Background: an optimization exercise with open tools, aiming at small area, a short achievable clock period and few clock cycles. Do not read the settings as production practice. No run shown here included a check of the RTL's function; only the layout flow was run. Power figures rest on the tool's default switching activity, not on a simulated workload.

==> flow/design.v <==
`timescale 1ns / 1ps
module pipeline_6(
    clk,
    rst,
    imem_addr,
    imem_rdata,
    dmem_addr,
    dmem_wdata,
    dmem_wmask,
    dmem_we,
    dmem_rdata
);
input clk, rst;
output [31:0] imem_addr;
input  [31:0] imem_rdata;
output [31:0] dmem_addr;
output [31:0] dmem_wdata;
output [3:0]  dmem_wmask;
output        dmem_we;
input  [31:0] dmem_rdata;
reg  [31:2] pcF;
reg         vD;
reg  [31:0] iD;
reg  [31:2] pcD;
reg         vE;
reg  [31:0] aE, bE, sE;
reg  [31:2] altE;
reg  [2:0]  f3E;
reg         subE, opE, brE, jlE, jrE, ldE, stE, wE, predE;
reg  [4:0]  rdE;
reg         wenM, stM, ldM;
reg  [31:0] resM, sdM;
reg  [3:0]  wmM;
reg  [2:0]  f3M;
reg  [4:0]  rdM;
reg  [31:0] rf [1:31];
wire [4:0] op = iD[6:2];
wire dJ    = op[4] &  op[1];                       
wire dJR   = op[4] & ~op[1] &  op[0];              
wire dBR   = op[4] & ~op[0];                       
wire dU    = ~op[4] & op[2] & op[0];               
wire dLUI  = dU & op[3];
wire dLD   = ~op[4] & ~op[2] & ~op[3];             
wire dST   = ~op[4] & ~op[2] &  op[3];             
wire dOPI  = ~op[4] &  op[2] & ~op[0] & ~op[3];    
wire dOP   = ~op[4] &  op[2] & ~op[0] &  op[3];    
wire [2:0] f3 = iD[14:12];
wire [4:0] rs1 = iD[19:15];
wire [4:0] rs2 = iD[24:20];
wire [4:0] rd  = iD[11:7];
wire use1 = ~dJ & ~dU;
wire use2 = dBR | dST | dOP;
wire dW   = ~dBR & ~dST & (rd != 5'd0);
wire [31:0] immI = {{20{iD[31]}}, iD[31:20]};
wire [31:0] immS = {{20{iD[31]}}, iD[31:25], iD[11:7]};
wire [31:0] immU = {iD[31:12], 12'd0};
wire [31:2] immB = {{20{iD[31]}}, iD[7], iD[30:25], iD[11:9]};
wire [31:2] immJ = {{12{iD[31]}}, iD[19:12], iD[20], iD[30:22]};
wire [31:2] tgtD  = pcD + (dJ ? immJ : immB);
wire        predD = dJ | (dBR & iD[31]);
wire stallD = vD & vE & ldE & wE &
              ((use1 & (rdE == rs1)) | (use2 & (rdE == rs2)));
wire [31:0] resE;
wire [31:0] wbM;
wire [31:0] rf1 = (rs1 == 5'd0) ? 32'd0 : rf[rs1];
wire [31:0] rf2 = (rs2 == 5'd0) ? 32'd0 : rf[rs2];
wire fE1 = vE & wE & (rdE == rs1);
wire fE2 = vE & wE & (rdE == rs2);
wire fM1 = wenM & (rdM == rs1);
wire fM2 = wenM & (rdM == rs2);
wire [31:0] r1 = fE1 ? resE : fM1 ? wbM : rf1;
wire [31:0] r2 = fE2 ? resE : fM2 ? wbM : rf2;
wire [31:0] aD = dU ? (dLUI ? 32'd0 : {pcD, 2'b00}) : r1;
wire [31:0] bD = (dOP | dBR) ? r2 : dST ? immS : dU ? immU : immI;
wire [31:0] bx   = bE ^ {32{subE}};
wire [32:0] sum  = {1'b0, aE} + {1'b0, bx} + {32'd0, subE};
wire        ltu  = ~sum[32];
wire        lt   = (aE[31] ^ bE[31]) ? aE[31] : sum[31];
wire        eq   = (aE == bE);
wire [31:0] sra  = $signed(aE) >>> bE[4:0];
wire [31:0] srl  = aE >> bE[4:0];
wire [31:0] sll  = aE << bE[4:0];
reg [31:0] alu;
always @(*) begin
    case (opE ? f3E : 3'd0)
    3'd0: alu = sum[31:0];
    3'd1: alu = sll;
    3'd2: alu = {31'd0, lt};
    3'd3: alu = {31'd0, ltu};
    3'd4: alu = aE ^ bE;
    3'd5: alu = subE ? sra : srl;
    3'd6: alu = aE | bE;
    default: alu = aE & bE;
    endcase
end
assign resE = jlE ? {altE, 2'b00} : alu;
wire taken = (f3E[2] ? (f3E[1] ? ltu : lt) : eq) ^ f3E[0];
wire redirE = vE & ((brE & (taken ^ predE)) | jrE);
wire [31:2] tgtE = jrE ? sum[31:2] : altE;
wire redirD = vD & predD & ~stallD & ~redirE;
wire [3:0] wm = f3E[1] ? 4'b1111 :
                f3E[0] ? (sum[1] ? 4'b1100 : 4'b0011) :
                         (4'b0001 << sum[1:0]);
wire [31:0] sd = f3E[1] ? sE : f3E[0] ? {2{sE[15:0]}} : {4{sE[7:0]}};
assign dmem_addr  = resM;
assign dmem_we    = stM;
assign dmem_wdata = sdM;
assign dmem_wmask = wmM;
wire [15:0] ldh = resM[1] ? dmem_rdata[31:16] : dmem_rdata[15:0];
wire [7:0]  ldb = resM[0] ? ldh[15:8] : ldh[7:0];
wire [31:0] ldv = f3M[1] ? dmem_rdata :
                  f3M[0] ? {{16{ldh[15] & ~f3M[2]}}, ldh} :
                           {{24{ldb[7] & ~f3M[2]}}, ldb};
assign wbM = ldM ? ldv : resM;
assign imem_addr = {pcF, 2'b00};
always @(posedge clk) begin
    if (rst)
        pcF <= 30'd0;
    else if (redirE)
        pcF <= tgtE;
    else if (stallD)
        pcF <= pcF;
    else if (redirD)
        pcF <= tgtD;
    else
        pcF <= pcF + 30'd1;
end
always @(posedge clk) begin
    if (rst)
        vD <= 1'b0;
    else if (!stallD)
        vD <= ~redirE & ~redirD;
    if (!stallD) begin
        iD  <= imem_rdata;
        pcD <= pcF;
    end
end
always @(posedge clk) begin
    if (rst)
        vE <= 1'b0;
    else
        vE <= vD & ~stallD & ~redirE;
    aE    <= aD;
    bE    <= bD;
    sE    <= r2;
    altE  <= (dBR & ~iD[31]) ? tgtD : pcF;
    f3E   <= dBR ? f3 : (dOP | dOPI) ? f3 : (dLD | dST) ? f3 : 3'd0;
    subE  <= dBR | (dOP & iD[30] & (f3 == 3'd0)) | ((dOP | dOPI) & iD[30] & (f3 == 3'd5)) |
             ((dOP | dOPI) & (f3[2:1] == 2'b01));
    opE   <= dOP | dOPI;
    brE   <= dBR;
    jlE   <= dJ | dJR;
    jrE   <= dJR;
    ldE   <= dLD;
    stE   <= dST;
    wE    <= dW;
    predE <= iD[31];
    rdE   <= rd;
end
always @(posedge clk) begin
    if (rst) begin
        wenM <= 1'b0;
        stM  <= 1'b0;
    end else begin
        wenM <= vE & wE;
        stM  <= vE & stE;
    end
    ldM  <= ldE;
    f3M  <= f3E;
    rdM  <= rdE;
    resM <= resE;
    sdM  <= sd;
    wmM  <= wm;
end
always @(posedge clk) begin
    if (wenM)
        rf[rdM] <= wbM;
end
endmodule
==> flow/run.sh <==
#!/bin/bash
# synth_recipe.tcl (not shown) runs the flow's synth.tcl, then flattens the netlist and writes it again
# the make line also repeats each setting of config.mk as NAME=value (left out here)
make -C /OpenROAD-flow-scripts/flow DESIGN_CONFIG=/design/flow/config.mk WORK_HOME=/design/flow/orfs CLKGATE_MAP_FILE= SYNTH_SCRIPT=/design/flow/synth_recipe.tcl finish
==> flow/config.mk <==
export PLATFORM = sky130hd
export DESIGN_NAME = pipeline_6
export DESIGN_NICKNAME = pipeline_6
export VERILOG_FILES = /design/flow/design.v
export SDC_FILE = /design/flow/constraint.sdc
export NUM_CORES = 4
export LEC_CHECK = 0
export ABC_CLOCK_PERIOD_IN_PS = 3000
export CAP_MARGIN = 20
export CORE_MARGIN = 2
export CORE_UTILIZATION = 40
export PLACE_DENSITY = 0.6
export SLEW_MARGIN = 20
==> flow/constraint.sdc <==
create_clock -name core_clock -period 10.0 [get_ports {clk}]
set_input_delay 2.0000 -clock core_clock [delete_from_list [all_inputs] [get_ports {clk}]]
set_output_delay 2.0000 -clock core_clock [all_outputs]
set_load 0.01 [all_outputs]
==> run notes, run 1 <==
clock tree from TritonCTS built; effective utilization at floorplan 40.3%; number of failing hold endpoints at the final stage 0; final WL 252,000 µm; master cell of the clock root buffer clkbuf_16; reg2reg start bE[1]$_DFF_P_; Setup violations, final 0; RSZ-0062 raised after global routing no; proportion of netlist area held by the largest area contributor 46.2%; via count of the first global-routing pass 46,000; setup clock skew after layout 0.0730 ns; port bufs 162; library cell occupying the most area in the post-synthesis netlist edfxtp_1; clk sinks 1,316; max-cap check violation count 0; area of the die 0.174 mm²; critical-path maximum fanout 44; IO Count 167; average size of a mapped cell 14.0 µm²; Synth Flop Type edfxtp_1; first-pass GRT wire length 351,000 µm; critical register-to-register path endpoint aE[28]$_DFF_P_; number of instances resized during post-cts repair 0; nets 5,165; Placed Instances 7,040; worst relative slew slack 14.4%; Top Family by Delay on Critical Path compound AO/OA/AOI/OAI gates; final non-filler cell total 7,313; class of the most critical hold timing path reg -> reg; CP Depth 15; number of buffers between clock root and the deepest sink 3; leakage power 26.4 nW; Core ar. 0.170 mm²; Req. time, crit path 10.67 ns; hold_buf cts 0; final critical delay including setup and external delays 5.49 ns; final clock period utilization by the worst path 54.9%; synth top area cells edfxtp_1 46%, mux4_2 20%, dfxtp_1 7.7%; accumulated negative setup slack 0 ns; dominant cell by count in the synthesized netlist edfxtp_1; maximum number of pins on one net before global-route repair 134; die height 417 µm; final estimated routing congestion in global placement 1.05; H-tree lvl count 4; top post-synthesis cells by count 1,052 x edfxtp_1, 604 x mux4_2, 386 x nor2_1; library cells used by synthesis 94; initial antenna violation count 10; number of enable-type register cells in the synthesized netlist 1,052; kind of critical path reg -> reg; number of slew-limit violations in the final report 0; FP Rows 151; reg-to-reg setup timing slack 4.51 ns; Total Routing Usage GR 28.5%; cell type of the slowest stage on the worst timing path a221oi_1; post-CTS setup buffers 0; number of design rule violations left after detail routing 0; critical path's most frequent cell a21oi_1; detail-routed via count per cell 6.51; Syn Std Cell Area 0.0684 mm²; number of synthesized register bits 1,316; Worst Reg-to-Reg Cells 15; routed length per placed instance 34.4 µm; peak per-stage delay on the critical path 0.86 ns; fraction of synthesis flops using an asynchronous set or reset pin 0%; maximum VDD drop 153 µV; sequential cell area fraction in the yosys report 53.9%; filler instances 14,800; Yosys warning count 1; final worst hold slack 0.349 ns; share of layout cells above drive strength 1 22.5%; run status complete, no violations; power density over the cells 204 mW/mm²; start point of the critical path bE[1]$_DFF_P_; Critical path buffers and inverters 2; horizontal die dimension 417 µm; number of standard cells after synthesis 4,888; vias after detailed routing 47,600; Arr. time, crit path 6.16 ns; insertion delay of the later-clocked pin in the worst-skew pair 0.80 ns; half-perimeter wire length after placement 159,000 µm; CP endpoint aE[28]$_DFF_P_; total power consumption of the routed design 15.9 mW; highest achievable clock rate 182 MHz; Iter 0 DRT Violations 6,354; type of destination of the critical path flip-flop; detailed-routing iteration count for the pre-antenna-repair pass 9; slew at the pin closest to its max-slew limit 1.27 ns; number of buffers inserted during clock tree synthesis 146; clock slew seen by the registers of the worst setup and hold paths 0.06 ns; remaining global-route overflow 0; Synth-to-Final Area Change 14.0%; worst path cell trace buf_4, buf_4, xor2_1, fa_1, a211oi_1, o21a_1, a21oi_1, a31o_2, a21oi_1, o21bai_1, a21oi_1, xnor2_1, a221oi_1, o31ai_1, a22o_1; residual antenna-violating net count after detailed routing 0; type of origin of the critical path flip-flop
## layout make-up
| class | instances | area (µm²) | share of cell area [%] |
|---|---|---|---|
| multi-input cells | 3087 | 30100 | 38.6 |
| repair buffers | 311 | 2840 | 3.64 |
| inverters | 109 | 413 | 0.530 |
| diodes | 6 | 15.0 | 0.0193 |
| clock inverters | 82 | 923 | 1.18 |
| clock buffers | 184 | 3970 | 5.09 |
| flip-flops and latches | 1316 | 36900 | 47.4 |
| well taps | 2218 | 2780 | 3.56 |
## sequential cells by signal, summed over array words and instances (netlist names), 5 cells and up, named ones only
signal,count
rf,992
sE,32
rdE,5
resM,32
rdM,5
pcD,30
aE,32
altE,30
bE,32
iD,30
sdM,32
pcF,30
## cells in the final DEF, fill, tap and decap left out, types with 32 or more instances in the layout
master	n
nor2_1	355
nand3_1	39
mux2_2	38
dfxtp_1	245
clkinv_2	32
inv_1	103
xor2_1	60
ha_1	126
clkdlybuf4s50_1	162
clkbuf_16	150
nand2_1	268
a21o_1	53
o21a_1	37
buf_4	141
a21oi_1	318
o21ai_0	246
nor3_1	49
edfxtp_1	1052
mux4_2	604
xnor2_1	48
a211oi_1	146
mux2i_1	184
## logic make-up after synthesis
group,after synthesis,synth area share [%]
mux,827,23.2
flops,1316,53.9
compound gates,1090,10.2
xor+xnor,109,1.40
other cells,1,0.00548
buf+inv,486,2.80
simple gates,931,6.10
fa+ha+maj,128,2.36
## worst min-delay path by stage
stage / startpoint / to / slack, ns / cells past startpoint
finish: ldE$_DFF_P_ / ldM$_DFF_P_ / 0.35 / 0
floorplan: ldE$_DFF_P_ / ldM$_DFF_P_ / 0.33 / 0
global placement: ldE$_DFF_P_ / ldM$_DFF_P_ / 0.34 / 0
detailed placement: ldE$_DFF_P_ / ldM$_DFF_P_ / 0.34 / 0
CTS: ldE$_DFF_P_ / ldM$_DFF_P_ / 0.35 / 0
global route: ldE$_DFF_P_ / ldM$_DFF_P_ / 0.35 / 0
## through the flow
stage	setup WS [ns]	util, %	cell area, µm²
2_1_floorplan	5.83	-	68400
3_3_place_gp	4.67	43.0	72900
3_5_place_dp	4.60	43.0	73000
4_1_cts	4.62	45.9	77800
5_1_grt	4.29	45.9	77900
6_report	4.51	45.9	77900
## per-layer routing
| metal | vias up | GRT usage [%] | part of all wire [%] |
|---|---|---|---|
| li1 | 19700 | - | - |
| met1 | 24400 | 36.0 | 36 |
| met3 | 695 | 5.92 | 9.4 |
| met2 | 2800 | 44.2 | 46 |
| met5 | - | 0 | 0 |
| met4 | 0 | 19.6 | 8.3 |
## power by group
group	switching, mW	leakage (nW)	internal (mW)
clock	2.31	2.40	3.13
sequential	0.410	11.9	6.56
combinational	2.28	12.2	1.22
total	5.00	26.4	10.9
==> inputs of run 2 (changes only) <==
--- a/flow/config.mk
+++ b/flow/config.mk
@@ -10,4 +10,5 @@
 export CORE_MARGIN = 2
 export CORE_UTILIZATION = 40
 export PLACE_DENSITY = 0.6
+export SETUP_SLACK_MARGIN = 5
 export SLEW_MARGIN = 20
==> run notes, run 2 <==
Iter 0 DRT Violations 6,277; commonest non-fill, non-tap cell in the layout edfxtp_1; vias after detailed routing 47,500; fraction of synthesis flops using an asynchronous set or reset pin 0%; RSZ-0062 raised after global routing yes; accumulated negative setup slack 0 ns; via count of the first global-routing pass 46,000; type of origin of the critical path flip-flop; sequential cell area fraction in the yosys report 53.9%; top post-synthesis cells by count 1,052 x edfxtp_1, 604 x mux4_2, 386 x nor2_1; H-tree lvl count 4; Req. time, crit path 10.73 ns; nets 5,170; critical register-to-register path endpoint bE[14]$_DFF_P_; source of the worst hold timing path ldE$_DFF_P_; share of layout cells above drive strength 1 22.8%; effective utilization at floorplan 40.3%; Worst Hold Path Cells 0; Syn Std Cell Area 0.0684 mm²; max-cap check violation count 0; initial antenna violation count 11; area of the die 0.174 mm²; IO Count 167; filler instances 14,800; final WL 252,000 µm; reg2reg start bE[1]$_DFF_P_; setup clock skew after layout 0.0739 ns; half-perimeter wire length after placement 159,000 µm; Yosys warning count 1; leading cell types in the layout, fill and taps excluded 1,052 x edfxtp_1, 604 x mux4_2, 355 x nor2_1, 316 x a21oi_1, 268 x nand2_1; number of synthesized register bits 1,316; hold_buf cts 0; first-pass GRT wire length 351,000 µm; slew at the pin closest to its max-slew limit 1.23 ns; worst relative slew slack 17.4%; routed length per placed instance 34.4 µm; insertion delay of the later-clocked pin in the worst-skew pair 0.80 ns; clock tree from TritonCTS built; worst hold endpoint ldM$_DFF_P_; class of the most critical hold timing path reg -> reg; reg-to-reg setup timing slack 4.98 ns; Worst Reg-to-Reg Cells 14; library cells used by synthesis 94; number of buffers inserted during clock tree synthesis 146; number of enable-type register cells in the synthesized netlist 1,052; number of slew-limit violations in the final report 0; run status complete, no violations; residual antenna-violating net count after detailed routing 0; pre-CTS setup slack 4.60 ns; Arr. time, crit path 5.75 ns; Synth Flop Type edfxtp_1; maximum VDD drop 153 µV; dominant cell by count in the synthesized netlist edfxtp_1; number of failing hold endpoints at the final stage 0; number of design rule violations left after detail routing 0; master cell of the clock root buffer clkbuf_16; final critical delay including setup and external delays 5.02 ns; leakage power 26.5 nW; port bufs 162; clk sinks 1,316; kind of critical path reg -> reg; library cell occupying the most area in the post-synthesis netlist edfxtp_1; type of destination of the critical path flip-flop; critical-path maximum fanout 44; Setup violations, final 0; remaining global-route overflow 0; horizontal die dimension 417 µm; highest achievable clock rate 199 MHz; die height 417 µm; average size of a mapped cell 14.0 µm²; final estimated routing congestion in global placement 1.05; detailed-routing iteration count for the pre-antenna-repair pass 9; proportion of netlist area held by the largest area contributor 46.2%; FP Rows 151; maximum number of pins on one net before global-route repair 134; number of flip-flops in the largest register 992; Core ar. 0.170 mm²; final clock period utilization by the worst path 50.2%; Total Routing Usage GR 28.5%; detail-routed via count per cell 6.50; setup ws final 4.98 ns; power density over the cells 204 mW/mm²; Finished Core Util 46.0%; Most flops, register rf; number of standard cells after synthesis 4,888; clock slew seen by the registers of the worst setup and hold paths 0.06 ns; synth top area cells edfxtp_1 46%, mux4_2 20%, dfxtp_1 7.7%; Synth-to-Final Area Change 14.1%; number of buffers between clock root and the deepest sink 3
run 2: cell counts after synthesis:
No cell type changed its count.
run 2: how the worst max path moves through the flow:
| stage | from | endpoint | cells past startpoint |
|---|---|---|---|
| floorplan | dmem_rdata[23] | bE[27]$_DFF_P_ | 8 |
| CTS | iD[6]$_DFFE_PN_ | pcF[30]$_SDFFE_PP0P_ | 16 |
| detailed placement | bE[1]$_DFF_P_ | aE[28]$_DFF_P_ | 15 |
| finish | bE[1]$_DFF_P_ | bE[14]$_DFF_P_ | 14 |
| global route | bE[1]$_DFF_P_ | bE[25]$_DFF_P_ | 14 |
| global placement | dmem_rdata[31] | bE[13]$_DFF_P_ | 10 |
run 2: worst max-delay path, stage by stage, from the launching register on:
cell and delay (ns):
dfxtp_2 0.31, buf_4 0.39, buf_12 0.33, xor2_1 0.15
fa_1 0.47, a211oi_1 0.26, o21a_1 0.22, a21oi_1 0.16
a31o_2 0.32, xor2_1 0.58, a221o_1 0.26, o21ai_0 0.19
o21ai_0 0.93, o21a_1 0.26, a21o_1 0.11
run 2: final cells by class:
type                    instances  area (µm²)  share of cell area (%)
flip-flops and latches       1316       36900                    47.3
multi-input cells            3087       30100                    38.6
clock buffers                 184        3970                    5.09
repair buffers                316        2910                    3.73
well taps                    2218        2780                    3.56
clock inverters                82         923                    1.18
inverters                     109         413                   0.529
diodes                          5        12.5                  0.0160
run 2: metal layers:
| layer | part of all wire [%] | global-route usage [%] | up-vias |
|---|---|---|---|
| met5 | 0 | 0 | - |
| met4 | 8.5 | 19.7 | 0 |
| met3 | 9.2 | 5.95 | 679 |
| met2 | 46 | 44.1 | 2779 |
| met1 | 37 | 36.0 | 24400 |
| li1 | - | - | 19700 |
run 2: timing repair:
item | CTS | global route
buffers inserted | 0 | 4
gates resized for setup | 8 | 13
hold endpoints to repair | 0 | 0
endpoints found under the setup margin | 47 | 47
run 2: through the flow:
| step | instances | hold WS (ns) | area [µm²] | power [mW] |
|---|---|---|---|---|
| after floorplan | 4889 | 0.331 | 68400 | 8.80 |
| after global placement | 7040 | 0.335 | 72900 | 10.4 |
| after detailed placement | 7040 | 0.338 | 73000 | 10.4 |
| after CTS | 7306 | 0.346 | 77900 | 15.9 |
| after global routing | 7313 | 0.352 | 78000 | 16.4 |
| final | 7317 | 0.349 | 78000 | 15.9 |
run 2: power breakdown:
part / switching, mW / total, mW / leakage [nW] / internal, mW
logic: 2.28 / 3.51 / 12.2 / 1.23
registers: 0.407 / 6.96 / 11.9 / 6.56
clock network: 2.31 / 5.45 / 2.40 / 3.13
run 2: kinds of logic after synthesis:
| family | synth area share, % |
|---|---|
| flops | 53.9 |
| compound gates | 10.2 |
| simple gates | 6.10 |
| mux | 23.2 |
| buf+inv | 2.80 |
| fa+ha+maj | 2.36 |
| xor+xnor | 1.40 |
| other cells | 0.00548 |

[what the ideal ports hide]
Ports are ideal in the flow. The routed layouts listed here were re-timed in OpenROAD.
Step 1 sets driving cells, clkbuf_16 on the clock port and buf_2 on the other inputs (assumed; they add their load-dependent delay and slew).
Step 2 moves the port delays by t, midway between the first and last clock arrival at a register: inputs arrive t later, outputs are due t later. That takes back most of the time a late clock gives input paths.
Three values: ideal, step 1, step 2; two values: the first two.
run | shift t [ns] | setup WS [ns] | worst hold slack (ns) | worst data-port slew with drivers (ns) | pins driven straight from the clock port
run 1 | 0.842 | 4.514 / 4.514 / 4.433 | 0.349 / 0.349 / 0.349 | 0.10 | 1
run 2 | 0.844 | 4.982 / 4.982 / 4.454 | 0.349 / 0.349 / 0.349 | 0.10 | 1
After both steps every run listed still meets setup and hold. The setup slack of run 2, which loses most, moves by 0.000 ns with the drivers and by -0.528 ns with both steps.
